Context: an optimization exercise on an open-source flow, tuned for a short achievable clock period and few clock cycles. The choices shown serve that exercise and are no tape-out recipe. In this exercise RTL edits were held to simulation tests only and were not proved equivalent to the original. Power and IR drop assume default switching activity.

## old
Design mips_cpu, start of the top module:
module mips_cpu(
  clk, reset,
  imem_addr, imem_rdata,
  dmem_addr, dmem_wdata, dmem_we, dmem_rdata,
  print_valid, print_data, halted
    );
Size in the first run: roughly 7,000 cells after synthesis, roughly 1,500 flip-flops.
Settings: LEC_CHECK=0, CAP_MARGIN=20, CORE_MARGIN=2, CORE_UTILIZATION=45, PLACE_DENSITY=0.6, SLEW_MARGIN=20; clock period 10.0 ns.
standard.sh (not shown) runs the stock make flow with config.mk's settings and CLKGATE_MAP_FILE= SYNTH_SCRIPT=/design/flow/synth_recipe.tcl, a recipe that flattens the netlist after the stock synthesis.
==> flow/flow/run.sh <==
#!/bin/bash
# The standard layout (standard synthesis unchanged), with repair_timing aiming
# for extra setup slack so the layout is pushed below the design's 10 ns period.
set -o pipefail
bash standard.sh SETUP_SLACK_MARGIN=7.5 ABC_CLOCK_PERIOD_IN_PS=2000 finish > flow_make.log 2>&1
old: it failed during 5_1_grt, and the tool reported GRT-0232.
Testbench counts of old, summed over its fixed seeds: cycles 167,082.
Relative to old, the following input files were edited for new:
-- flow/flow/run.sh --
<<< old, line 5
bash standard.sh SETUP_SLACK_MARGIN=7.5 ABC_CLOCK_PERIOD_IN_PS=2000 finish > flow_make.log 2>&1
>>> new, line 5
bash standard.sh SETUP_SLACK_MARGIN=6.5 ABC_CLOCK_PERIOD_IN_PS=3000 finish > flow_make.log 2>&1
Findings:
- Diff old..new | area after synthesis | unchanged
- Looking across old and new, the single run that reached the end with no open violations was new.
- Run status, old: aborted in 5_1_grt, error GRT-0232
- Diff old -> new: post-cts sizing count saw a decrease; detailed-placement wirelength estimate saw a decrease.


exp/delta:
mips_cpu, a different RTL version from the one above (not shown whole).
Size: ~1600 flip-flops, about 150 I/O pins, roughly 86000 µm² of cells after synthesis.
Settings: LEC_CHECK=0, CAP_MARGIN=20, CORE_MARGIN=2, CORE_UTILIZATION=35, PLACE_DENSITY=0.5, SLEW_MARGIN=20; clock period 10.0 ns.
==> flow/flow/run.sh <==
#!/bin/bash
# The standard layout (standard synthesis unchanged), with repair_timing aiming
# for extra setup slack so the layout is pushed below the design's 10 ns period.
set -o pipefail
bash standard.sh SETUP_SLACK_MARGIN=7.5 ABC_CLOCK_PERIOD_IN_PS=2000 finish > flow_make.log 2>&1
exp/delta ran to completion and came out clean on the timing, design-rule and antenna checks.
Testbench counts of exp/delta, summed over its fixed seeds: cycles 167,082.
#### Input delta (exp/harbor over exp/delta)
Settings: swapping 0.5 for 0.6 in PLACE_DENSITY; swapping 35 for 45 in CORE_UTILIZATION.
==> flow/flow/run.sh <==
#!/bin/bash
# The standard layout (standard synthesis unchanged), with repair_timing aiming
# for extra setup slack so the layout is pushed below the design's 10 ns period.
set -o pipefail
bash standard.sh SETUP_SLACK_MARGIN=6.5 ABC_CLOCK_PERIOD_IN_PS=3000 finish > flow_make.log 2>&1
Notes after the runs:
Compared to exp/delta, exp/harbor reaches a lower achievable clock.
On sequential share of layout area, the lower figure sits with exp/delta, not exp/harbor.
As of exp/harbor, global-route wire length before repair had fallen by more than 10% compared to exp/delta.
Reported for exp/delta and exp/harbor, total I/O pin count turned out identical to the last digit.
Setup slack, exp/delta and exp/harbor: smaller value in exp/harbor
Diff exp/delta -> exp/harbor | number of vias after detailed routing | down by a few percent
From exp/delta to exp/harbor the numbers moved as follows: power lost 0.0014 W; total routed wirelength lost 68000 µm; area of all placed cells without fillers lost 12%; layout multi-input combinational cell count lost 20.
Die area in exp/harbor vs exp/delta: down 55000 µm²
exp/harbor vs exp/delta, slowest stage cell on the critical path: edfxtp_1 vs a221o_2


north:
mips_cpu, a different RTL version from the one above (not shown whole).
Size: roughly 7,500 cells after synthesis, ~1,800 flip-flops, roughly 150 I/O pins, ~0.093 mm² of cells after synthesis.
export LEC_CHECK = 0
export CAP_MARGIN = 20
export CORE_MARGIN = 2
export CORE_UTILIZATION = 30
export PLACE_DENSITY = 0.45
export SLEW_MARGIN = 20
create_clock -name core_clock -period 10.0 [get_ports {clk}]
==> flow/flow/run.sh <==
#!/bin/bash
# The standard layout (standard synthesis unchanged), with repair_timing aiming
# for extra setup slack so the layout is pushed below the design's 10 ns period.
set -o pipefail
bash standard.sh SETUP_SLACK_MARGIN=8 ABC_CLOCK_PERIOD_IN_PS=1000 finish > flow_make.log 2>&1
north: done, clean on timing, DRC and antenna
Testbench counts of north, summed over its fixed seeds: cycles 167,082.
Setup changes, north to south
- changing CORE_UTILIZATION from 30 to 35
- changing PLACE_DENSITY from 0.45 to 0.5
--- a/flow/flow/run.sh
+++ b/flow/flow/run.sh
@@ -4,2 +4,2 @@
 set -o pipefail
-bash standard.sh SETUP_SLACK_MARGIN=8 ABC_CLOCK_PERIOD_IN_PS=1000 finish > flow_make.log 2>&1
+bash standard.sh SETUP_SLACK_MARGIN=7.5 ABC_CLOCK_PERIOD_IN_PS=1000 finish > flow_make.log 2>&1
==> comparison <==
- Share of power burned in the clock network ends up higher on north.
- Diff north and south: maximum clock skew at final layout lower in south
- [south vs north] utilization: higher in south
- In south the non-clock buffer count turned out 20% lower than in north.
- For final hold slack, north and south come out practically identical.
- On overall die height: between north and south, it ends up higher for north.
- Compared with north, south shows combinational share of power lower by 0.2 points.
- On south: final area is 5.1% lower than what north gave.
- Initial standard-cell utilization of the core up 5.0 points in south wrt north


== 04-05 ==
Another version of the RTL of mips_cpu (not shown whole).
For scale: ~7400 cells after synthesis, about 1800 flip-flops.
## mips_cpu
module mips_cpu(
  clk, reset,
  imem_addr, imem_rdata,
  dmem_addr, dmem_wdata, dmem_we, dmem_rdata,
  print_valid, print_data, halted
    );
    input clk;
    input reset;
    output [9:0] imem_addr;
    input [31:0] imem_rdata;
    output [9:0] dmem_addr;
    output [31:0] dmem_wdata;
    output dmem_we;
    input [31:0] dmem_rdata;
    output print_valid;
    output [31:0] print_data;
    output halted;
    reg  [9:0]  fa;          
    reg         fix_v;       
    reg  [31:0] fix_pc;
    reg  [31:0] ra_pred;     
    reg         d_v;
    reg  [31:0] d_ir;
    reg  [31:0] d_pc;
    reg         d_isJ, d_isJr, d_pt;
    reg  [31:0] d_jrt;
    reg  [4:0]  d_rA, d_rB;
    reg         e_v;
    reg  [31:0] e_A, e_B, e_SD;
    reg  [31:0] e_sA, e_cA, e_cB;
    reg  [31:0] e_xA, e_xB, e_lA, e_lB;    
    reg  [4:0]  e_sB;
    reg         stall_r;
    reg  [4:0]  e_rd;
    reg         e_wr, e_isLoad, e_isLh, e_isStore, e_isSys, e_isJal;
    reg         e_isJr;
    reg         e_rEq, e_rNe, e_rNeg, e_rPos, e_rJr;
    reg  [31:0] e_alt, e_jrt;
    reg         e_opAdd, e_opSub, e_opAnd, e_opOr, e_opXor, e_opNor;
    reg         e_opSlt, e_opSltu, e_opSll, e_opSrl, e_opSra;
    reg  [31:0] m_res, m_SD;
    reg  [4:0]  m_rd;
    reg         m_wr, m_isLoad, m_isLh, m_we;
    reg  [9:0]  m_addr;       
    reg         halt_r;
    reg         pv_r;
    reg  [31:0] pd_r;
    reg  [31:0] rf [1:31];
    wire [31:0] ldata = m_isLh ? {{16{dmem_rdata[15]}}, dmem_rdata[15:0]} : dmem_rdata;
    wire [31:0] wb_data = m_isLoad ? ldata : m_res;
    assign dmem_addr  = m_addr;
    assign dmem_wdata = m_SD;
    assign dmem_we    = m_we;
    reg  [31:0] w_data;
    reg  [4:0]  w_rd;
    reg         w_wr;
    always @(posedge clk) begin
      if (reset) w_wr <= 1'b0;
  ...
clock: 10.0 ns
lec_check: 0
cap_margin: 20
core_margin: 2
core_utilization: 35
place_density: 0.5
slew_margin: 20
==> flow/flow/run.sh <==
#!/bin/bash
# The standard layout (standard synthesis unchanged), with repair_timing aiming
# for extra setup slack so the layout is pushed below the design's 10 ns period.
set -o pipefail
bash standard.sh SETUP_SLACK_MARGIN=7.5 ABC_CLOCK_PERIOD_IN_PS=2000 finish > flow_make.log 2>&1
Testbench counts of 04-05, summed over its fixed seeds: cycles 167,082.
The following lists how 01-19 was set up differently from 04-05:
--- a/flow/flow/run.sh
+++ b/flow/flow/run.sh
@@ -5 +5 @@
-bash standard.sh SETUP_SLACK_MARGIN=7.5 ABC_CLOCK_PERIOD_IN_PS=2000 finish > flow_make.log 2>&1
+bash standard.sh SETUP_SLACK_MARGIN=7.5 ABC_CLOCK_PERIOD_IN_PS=1000 finish > flow_make.log 2>&1
Results
Synthesized area: 01-19 vs 04-05 — no meaningful difference
As far as largest net degree at the start of global routing goes, 04-05 and 01-19 are indistinguishable; the numbers are identical.
01-19 -> 04-05: flip-flop and latch count delta 0, exact match
On portion of total power attributed to sequential cells, 01-19 and 04-05 are basically level.
Diff 04-05..01-19 | well-tap cell count | unchanged
Reported for 01-19 and 04-05, area overhead of the layout relative to synthesis turned out identical to the last digit.
Diff 04-05..01-19 | post-layout worst setup margin | unchanged
01-19 and 04-05 ended up with roughly the same clock group share of total power.
In terms of combinational logic power, 01-19 and 04-05 differ only marginally.
Re core utilization: no difference whatsoever between 04-05 and 01-19.

-- re-timing with driven ports --
In the flow no input, the clock included, has a driving cell. The finished layouts below were timed again as built, in two steps. Step 1: set_driving_cell puts a clkbuf_16 on clk and a buf_2 on each other input, an assumption about the parent block. Step 2 also shifts input and output timing later by t, the mid clock arrival at the registers, as if the neighbouring blocks saw the same clock. a / b / c = ideal ports / drivers / drivers and shift; a / b = the first two.
| run | t, ns | setup WS [ns] | hold WS [ns] | worst setup path after step 2 | latest minus earliest clock arrival (ns) |
|---|---|---|---|---|---|
| new | 0.913 | 6.419 / 6.419 / 5.598 | 0.333 / 0.333 / 0.333 | input to register | 0.063 / 0.064 |
| exp/delta | 0.945 | 6.195 / 6.195 / 5.327 | 0.331 / 0.331 / 0.331 | input to register | 0.043 / 0.043 |
| exp/harbor | 0.910 | 6.003 / 6.003 / 5.562 | 0.326 / 0.326 / 0.326 | input to register | 0.073 / 0.074 |
| north | 0.978 | 6.365 / 6.365 / 5.558 | 0.342 / 0.342 / 0.342 | input to register | 0.080 / 0.080 |
| south | 0.983 | 6.405 / 6.412 / 5.429 | 0.339 / 0.339 / 0.339 | input to register | 0.071 / 0.072 |
| 04-05 | 0.965 | 6.539 / 6.524 / 5.732 | 0.340 / 0.340 / 0.340 | input to register | 0.061 / 0.061 |
| 01-19 | 0.965 | 6.539 / 6.524 / 5.732 | 0.340 / 0.340 / 0.340 | input to register | 0.061 / 0.061 |
After both steps setup and hold are still met in every run listed. The setup slack of south, which loses most, moves by +0.007 ns with the drivers and by -0.976 ns with both steps.
